Source: an optimization exercise on an open RTL-to-GDS flow (aim: small area). Production flows keep margins and buffers that such runs may drop.
At most, simulation tests tie the RTL to the original design; equivalence was not proved.

==> trial 61 <==
// money
module money(reset,CLK, M0, M1, M2, M3, M4, M5, ti , wi, ci, B1, B2, B3, C1, C2, C3, C4, rr, out, To, Wo, Co, Bo, C, so, RRo);
input reset;
input CLK;
input M0;
input M1;
input M2;
input M3;
input M4;
input M5;
input ti;
input wi;
input ci;
input B1;
input B2;
input B3;
input C1;
input C2;
input C3;
input C4;
input rr;
output reg [7:0]out;
output To;
output Wo;
output Co;
output [2:0]Bo;
output [3:0]C;
output [9:0]so;
output reg [2:0]RRo;
reg [9:0] d;
reg [9:0] z;
reg s;
reg [1:0] n;
assign {C, Bo, Co, Wo, To} = d;
assign so = z & {10{s}};
wire card = M4 | M5;
wire coin = ~card & (M0 | M1 | M2 | M3);
wire ge5  = out >= 8'd5;
wire ge7  = out >= 8'd7;
wire ge10 = out >= 8'd10;
wire ge20 = out >= 8'd20;
wire ge25 = out >= 8'd25;
wire ge30 = out >= 8'd30;
wire ge50 = out >= 8'd50;
wire [9:0] req = {C4, C3, C2, C1, B3, B2, B1, ci, wi, ti};
wire [9:0] afford = card ? 10'h3ff : {ge50, ge25, ge10, ge30, ge25, ge20, ge10, ge7, ge20, ge5};
wire open = ~(n[1] & ~n[0]);
wire [9:0] elig = req & afford;
reg [9:0] first;
reg seen;
integer i;
always @* begin
	seen = 1'b0;
	for (i = 0; i < 10; i = i + 1) begin
		first[i] = elig[i] & ~seen;
		seen = seen | elig[i];
	end
end
wire scan = ~rr & ~coin & open;
wire hit_zero = |(first & z);
wire sell = scan & seen & ~hit_zero;
reg [7:0] price;
always @* begin
	price = 8'd0;
	if (first[0] & ~z[0]) price = price | 8'd5;
	if (first[1] & ~z[1]) price = price | 8'd20;
	if (first[2] & ~z[2]) price = price | 8'd7;
	if (first[3] & ~z[3]) price = price | 8'd10;
	if (first[4] & ~z[4]) price = price | 8'd20;
	if (first[5] & ~z[5]) price = price | 8'd25;
	if (first[6] & ~z[6]) price = price | 8'd30;
	if (first[7] & ~z[7]) price = price | 8'd10;
	if (first[8] & ~z[8]) price = price | 8'd25;
	if (first[9] & ~z[9]) price = price | 8'd50;
end
reg [7:0] k;
reg [2:0] rro_n;
always @* begin
	k = 8'hff;
	rro_n = RRo;
	if (rr) begin
		if (ge20)          begin k = ~8'd20; rro_n = 3'd2; end
		else if (ge10)     begin k = ~8'd10; rro_n = 3'd1; end
		else if (ge5)      begin k = ~8'd5;  rro_n = 3'd4; end
		else if (out >= 2) begin k = ~8'd2;  rro_n = 3'd3; end
		else if (out == 1) begin k = ~8'd1;  rro_n = 3'd5; end
		else               rro_n = 3'd0;
  ...
==> module money, before the edit <==
module money(reset,CLK, M0, M1, M2, M3, M4, M5, ti , wi, ci, B1, B2, B3, C1, C2, C3, C4, rr, out, To, Wo, Co, Bo, C, so, RRo);
input reset;
input CLK;
input M0;
input M1;
input M2;
input M3;
input M4;
input M5;
input ti;
input wi;
input ci;
input B1;
input B2;
input B3;
input C1;
input C2;
input C3;
input C4;
input rr;
output reg [7:0]out;
output To;
output Wo;
output Co;
output [2:0]Bo;
output [3:0]C;
output [9:0]so;
output reg [2:0]RRo;
reg [9:0] d;
reg [9:0] z;
reg s;
reg [1:0] n;
assign {C, Bo, Co, Wo, To} = d;
assign so = z & {10{s}};
wire card = M4 | M5;
wire coin = ~card & (M0 | M1 | M2 | M3);
wire ge5  = out >= 8'd5;
wire ge7  = out >= 8'd7;
wire ge10 = out >= 8'd10;
wire ge20 = out >= 8'd20;
wire ge25 = out >= 8'd25;
wire ge30 = out >= 8'd30;
wire ge50 = out >= 8'd50;
wire [9:0] req = {C4, C3, C2, C1, B3, B2, B1, ci, wi, ti};
wire [9:0] afford = card ? 10'h3ff : {ge50, ge25, ge10, ge30, ge25, ge20, ge10, ge7, ge20, ge5};
wire open = ~(n[1] & ~n[0]);
wire [9:0] elig = req & afford;
reg [9:0] first;
reg seen;
integer i;
always @* begin
	seen = 1'b0;
	for (i = 0; i < 10; i = i + 1) begin
		first[i] = elig[i] & ~seen;
		seen = seen | elig[i];
	end
end
wire scan = ~rr & ~coin & open;
wire hit_zero = |(first & z);
wire sell = scan & seen & ~hit_zero;
reg [7:0] price;
always @* begin
	price = 8'd0;
	if (first[0] & ~z[0]) price = price | 8'd5;
	if (first[1] & ~z[1]) price = price | 8'd20;
	if (first[2] & ~z[2]) price = price | 8'd7;
	if (first[3] & ~z[3]) price = price | 8'd10;
	if (first[4] & ~z[4]) price = price | 8'd20;
	if (first[5] & ~z[5]) price = price | 8'd25;
	if (first[6] & ~z[6]) price = price | 8'd30;
	if (first[7] & ~z[7]) price = price | 8'd10;
	if (first[8] & ~z[8]) price = price | 8'd25;
	if (first[9] & ~z[9]) price = price | 8'd50;
end
reg [7:0] k;
reg [2:0] rro_n;
always @* begin
	k = 8'hff;
	rro_n = RRo;
	if (rr) begin
		if (ge20)          begin k = ~8'd20; rro_n = 3'd2; end
		else if (ge10)     begin k = ~8'd10; rro_n = 3'd1; end
		else if (ge5)      begin k = ~8'd5;  rro_n = 3'd4; end
		else if (out >= 2) begin k = ~8'd2;  rro_n = 3'd3; end
		else if (out == 1) begin k = ~8'd1;  rro_n = 3'd5; end
		else               rro_n = 3'd0;
	end else if (coin) begin
		if (M0)      k = 8'd9;
		else if (M1) k = 8'd0;
		else if (M2) k = 8'd1;
		else         k = 8'd4;
	end else if (~card & open) begin
		k = ~price;
	end
end
always @(posedge CLK) begin
	if (reset) begin
		out <= 8'd0;
		RRo <= 3'd0;
		d <= 10'd0;
		z <= 10'd0;
		s <= 1'b0;
		n <= 2'd0;
	end else begin
		out <= out + k + 8'd1;
		RRo <= rro_n;
		if (sell) begin
			d <= d | first;
			z <= z | (first & d);
			n <= {n[0], ~n[1]};
		end
		if (scan & hit_zero) s <= 1'b1;
	end
end
endmodule
export LEC_CHECK = 0
export CAP_MARGIN = 20
export CORE_MARGIN = 2
export CORE_UTILIZATION = 40
export GPL_TIMING_DRIVEN = 0
export SETUP_SLACK_MARGIN = -0.3
export SLEW_MARGIN = 20
create_clock -name core_clock -period 5.0 [get_ports {CLK}]
standard.sh (not shown) runs the stock make flow with config.mk's settings and CLKGATE_MAP_FILE= SYNTH_SCRIPT=/design/flow/synth_recipe.tcl, a recipe that flattens the netlist after the stock synthesis.
==> flow/flow/run.sh <==
#!/bin/bash
# Own layout flow: the standard ORFS flow (standard.sh) with
#  - the combinational logic mapped by whichever ABC script in flow/abc/
#    gives the smallest cell area while its netlist still meets the clock
#    before layout (flip-flops are mapped by Yosys exactly as in the standard
#    synthesis, so their names and cell types are unchanged),
#  - extra settings from flow/env.sh (port buffer cell, clock tree options,
#    area recovery).
# ORFS logs each tool under orfs/logs/; make's output of each synthesis try
# goes to try_<script>.log and of the final run to flow_make.log; the
# choice is logged in choose.log.
set -euo pipefail
W=$PWD
rm -rf "$W/myscripts"
cp -r "$FLOW_HOME/scripts" "$W/myscripts"
python3 - "$W/myscripts/synth_preamble.tcl" <<'PY'
import sys
p = sys.argv[1]
s = open(p).read()
key = "# Create argument list for stat"
assert key in s
s = s.replace(key, "if { [info exists ::env(MY_ABC_SCRIPT)] } {\n  set abc_script $::env(MY_ABC_SCRIPT)\n}\n" + key, 1)
open(p, "w").write(s)
PY
export SCRIPTS_DIR="$W/myscripts"
if [[ -f "$W/flow/env.sh" ]]; then
  source "$W/flow/env.sh"
fi
RES="$W/orfs/results/$FLOW_PLATFORM/money/base"
REP="$W/orfs/reports/$FLOW_PLATFORM/money/base"
PLAT="$FLOW_HOME/platforms/$FLOW_PLATFORM"
LIB="$PLAT/lib/sky130_fd_sc_hd__tt_025C_1v80.lib"
: > "$W/choose.log"
for s in "$W"/flow/abc/*.script; do
  name=$(basename "$s" .script)
  rm -rf "$W/orfs"
  if ! MY_ABC_SCRIPT="$s" bash "$W/standard.sh" synth > "$W/try_$name.log" 2>&1; then
    echo "$name failed" >> "$W/choose.log"
    continue
  fi
  area=$(grep "Chip area" "$REP/synth_stat.txt" | awk '{print $NF}')
  cat > "$W/sta_$name.tcl" <<EOT
read_lef $PLAT/lef/sky130_fd_sc_hd.tlef
read_lef $PLAT/lef/sky130_fd_sc_hd_merged.lef
read_liberty $LIB
read_verilog $RES/1_2_yosys.v
link_design $FLOW_TOP
read_sdc $FLOW_SDC
set_driving_cell -lib_cell sky130_fd_sc_hd__buf_1 [delete_from_list [all_inputs] [get_ports CLK]]
report_worst_slack -max -digits 3
EOT
  slack=$(openroad -no_init -exit "$W/sta_$name.tcl" 2>&1 | tee "$W/sta_$name.log" | awk '/^worst slack max/ {print $4}')
  echo "$name $area $slack" >> "$W/choose.log"
done
best=$(python3 - "$W/choose.log" <<'PY'
import sys
rows = []
for line in open(sys.argv[1]):
    f = line.split()
    if len(f) == 3 and f[1] != "failed":
        try:
            rows.append((f[0], float(f[1]), float(f[2])))
        except ValueError:
            pass
ok = [r for r in rows if r[2] >= 0.0]
if ok:
    print(min(ok, key=lambda r: (r[1], r[0]))[0])
else:
    print(max(rows, key=lambda r: r[2])[0])
PY
)
echo "chosen $best" >> "$W/choose.log"
rm -rf "$W/orfs"
export MY_ABC_SCRIPT="$W/flow/abc/$best.script"
bash "$W/standard.sh" finish > "$W/flow_make.log" 2>&1
==> flow/flow/abc/s3.script <==
strash
balance
rewrite
refactor
balance
rewrite
rewrite -z
balance
refactor -z
rewrite -z
balance
dch
map -a
==> flow/flow/env.sh <==
export BUFFER_PORTS_ARGS="-buffer_cell sky130_fd_sc_hd__buf_1"
export CTS_ARGS="-sink_clustering_enable -repair_clock_nets -dont_use_dummy_load -buf_list sky130_fd_sc_hd__clkbuf_4 -root_buf sky130_fd_sc_hd__clkbuf_4 -sink_clustering_size 20 -sink_clustering_max_diameter 100"
export RECOVER_POWER=100
==> inputs of trial 48, as changes to trial 61 <==
==> flow/flow/abc/u1.script (new file) <==
strash
balance
rewrite
refactor
balance
rewrite
rewrite -z
balance
refactor -z
rewrite -z
balance
dch -f
amap
==> flow/flow/env.sh (replaced) <==
export BUFFER_PORTS_ARGS="-buffer_cell sky130_fd_sc_hd__buf_1"
export CTS_ARGS="-sink_clustering_enable -repair_clock_nets -dont_use_dummy_load -buf_list sky130_fd_sc_hd__clkbuf_4 -root_buf sky130_fd_sc_hd__clkbuf_4 -sink_clustering_size 20 -sink_clustering_max_diameter 100"
export RECOVER_POWER=100
export SKIP_CTS_REPAIR_TIMING=1
export SKIP_INCREMENTAL_REPAIR=1
SETUP_SLACK_MARGIN = default   (was -0.3)
removed: flow/flow/abc/s3.script
==> inputs of build 63, as changes to trial 61 <==
==> flow/design.v (replaced) <==
module money(reset,CLK, M0, M1, M2, M3, M4, M5, ti , wi, ci, B1, B2, B3, C1, C2, C3, C4, rr, out, To, Wo, Co, Bo, C, so, RRo);
input reset;
input CLK;
input M0;
input M1;
input M2;
input M3;
input M4;
input M5;
input ti;
input wi;
input ci;
input B1;
input B2;
input B3;
input C1;
input C2;
input C3;
input C4;
input rr;
output reg [7:0]out;
output To;
output Wo;
output Co;
output [2:0]Bo;
output [3:0]C;
output [9:0]so;
output reg [2:0]RRo;
reg [9:0] d;
reg [9:0] z;
reg s;
reg [1:0] n;
assign {C, Bo, Co, Wo, To} = d;
assign so = z & {10{s}};
wire card = M4 | M5;
wire coin = ~card & (M0 | M1 | M2 | M3);
wire ge5  = out >= 8'd5;
wire ge7  = out >= 8'd7;
wire ge10 = out >= 8'd10;
wire ge20 = out >= 8'd20;
wire ge25 = out >= 8'd25;
wire ge30 = out >= 8'd30;
wire ge50 = out >= 8'd50;
wire [9:0] req = {C4, C3, C2, C1, B3, B2, B1, ci, wi, ti};
wire [9:0] afford = card ? 10'h3ff : {ge50, ge25, ge10, ge30, ge25, ge20, ge10, ge7, ge20, ge5};
wire [9:0] elig = req & afford & {10{~(n[1] & n[0])}};
reg [9:0] first;
reg seen;
integer i;
always @* begin
	seen = 1'b0;
	for (i = 0; i < 10; i = i + 1) begin
		first[i] = elig[i] & ~seen;
		seen = seen | elig[i];
	end
end
wire scan = ~rr & ~coin;
wire hit_zero = |(first & z);
wire sell = scan & seen & ~hit_zero;
reg [7:0] price;
always @* begin
	price = 8'd0;
	if (first[0]) price = price | 8'd5;
	if (first[1]) price = price | 8'd20;
	if (first[2]) price = price | 8'd7;
	if (first[3]) price = price | 8'd10;
	if (first[4]) price = price | 8'd20;
	if (first[5]) price = price | 8'd25;
	if (first[6]) price = price | 8'd30;
	if (first[7]) price = price | 8'd10;
	if (first[8]) price = price | 8'd25;
	if (first[9]) price = price | 8'd50;
end
reg [7:0] k;
reg [2:0] rro_n;
always @* begin
	k = 8'd0;
	rro_n = RRo;
	if (rr) begin
		if (ge20)          begin k = -8'd20; rro_n = 3'd2; end
		else if (ge10)     begin k = -8'd10; rro_n = 3'd1; end
		else if (ge5)      begin k = -8'd5;  rro_n = 3'd4; end
		else if (out >= 2) begin k = -8'd2;  rro_n = 3'd3; end
		else if (out == 1) begin k = -8'd1;  rro_n = 3'd5; end
		else               begin k = 8'd0;   rro_n = 3'd0; end
	end else if (coin) begin
		if (M0)      k = 8'd10;
		else if (M1) k = 8'd1;
		else if (M2) k = 8'd2;
		else         k = 8'd5;
	end else if (sell & ~card) begin
		k = -price;
	end
end
always @(posedge CLK) begin
	if (reset) begin
		out <= 8'd0;
		RRo <= 3'd0;
		d <= 10'd0;
		z <= 10'd0;
		s <= 1'b0;
		n <= 2'd0;
	end else begin
		out <= out + k;
		RRo <= rro_n;
		if (sell) begin
			d <= d | first;
			z <= z | (first & d);
			n <= n + 2'd1;
		end
		if (scan & hit_zero) s <= 1'b1;
	end
end
endmodule
==> flow/run.sh (new file) <==
#!/bin/bash
# synth_recipe.tcl (not shown) runs the flow's synth.tcl, then flattens the netlist and writes it again
# the make line also repeats each setting of config.mk as NAME=value (left out here)
make -C /OpenROAD-flow-scripts/flow DESIGN_CONFIG=/design/flow/config.mk WORK_HOME=/design/flow/orfs CLKGATE_MAP_FILE= SYNTH_SCRIPT=/design/flow/synth_recipe.tcl finish
ABC_AREA = 1   (was default)
SETUP_SLACK_MARGIN = default   (was -0.3)
removed: flow/flow/run.sh
removed: flow/flow/abc/s3.script
removed: flow/flow/env.sh
removed: flow/standard.sh
==> flow_results.xml <==
<?xml version="1.0" encoding="UTF-8"?>
<metrics>
  <group name="run_status">
    <metric name="run_status" unit="">no timing/DRC/antenna violations</metric>
  </group>
  <group name="layout">
    <metric name="seq-cell-share" unit="%">21.0</metric>
  </group>
  <group name="logic_synthesis">
    <metric name="synth.cell_area" unit="sq mm">0.00245</metric>
    <metric name="netlist_top_cells_count" unit="">sky130_fd_sc_hd__inv_1, sky130_fd_sc_hd__nor2_1, sky130_fd_sc_hd__nand2_1</metric>
  </group>
  <group name="timing">
    <metric name="min_period" unit="ps">4580</metric>
  </group>
  <group name="route">
    <metric name="drt-met1-wl" unit="microns">3180</metric>
  </group>
  <group name="placed_design">
    <metric name="place_worst_setup_slack" unit="ps">-511</metric>
  </group>
</metrics>
That was build 63.
==> flow_results.xml <==
<?xml version="1.0" encoding="UTF-8"?>
<metrics>
  <group name="timing">
    <metric name="setup-violations-final" unit="">3</metric>
    <metric name="min_period" unit="ps">5640</metric>
    <metric name="layout_setup_ws" unit="ps">-638</metric>
  </group>
  <group name="logic_synthesis">
    <metric name="synth.cell_area" unit="sq mm">0.00186</metric>
  </group>
  <group name="run_status">
    <metric name="check-failures" unit="">setup timing</metric>
    <metric name="run_status" unit="">finished with violations</metric>
  </group>
</metrics>
That was trial 48.
==> flow_results.xml <==
<?xml version="1.0" encoding="UTF-8"?>
<metrics>
  <group name="logic_synthesis">
    <metric name="netlist_top_cells_count" unit="">sky130_fd_sc_hd__nor2_1, sky130_fd_sc_hd__clkinv_1, sky130_fd_sc_hd__a21oi_1</metric>
    <metric name="synth.cell_area" unit="sq mm">0.00189</metric>
  </group>
  <group name="placed_design">
    <metric name="place_worst_setup_slack" unit="ps">-380</metric>
  </group>
  <group name="layout">
    <metric name="seq-cell-share" unit="%">30.6</metric>
  </group>
  <group name="run_status">
    <metric name="run_status" unit="">no timing/DRC/antenna violations</metric>
  </group>
</metrics>
That was trial 61.
Only the layout flow was run in trial 61 and trial 48; the RTL was not checked for function there.

static timing again, ports no longer ideal:
The results above use ideal ports. As a check the final layouts listed here were re-extracted and re-timed, cells and wires unchanged.
Step 1 assumes that a clkbuf_16 drives the clock port and a buf_2 every other input.
Step 2, shift: input delay + t, output delay - t, t = (earliest + latest rising clock arrival at the registers) / 2. This alone moves slack from input paths to output paths.
a / b / c = ideal ports / drivers / drivers and shift; a / b = the first two.
| run | t (ns) | setup WS [ns] | hold slack, ns | clock arrival spread, ns | worst data-port slew with drivers (ns) |
|---|---|---|---|---|---|
| trial 61 | 0.358 | 0.300 / 0.301 / -0.058 | 0.463 / 0.463 / 0.463 | 0.019 / 0.019 | 0.03 |
| trial 48 | 0.353 | -0.638 / -0.638 / -0.954 | 0.465 / 0.465 / 0.465 | 0.028 / 0.028 | 0.03 |
| build 63 | 0.319 | 0.419 / 0.427 / 0.108 | 0.472 / 0.472 / 0.472 | 0.002 / 0.003 | 0.04 |
With both steps, setup timing fails in trial 61, where it was met with ideal ports. For trial 61, which loses most, drivers alone change the setup slack by +0.001 ns; drivers and shift together by -0.358 ns.
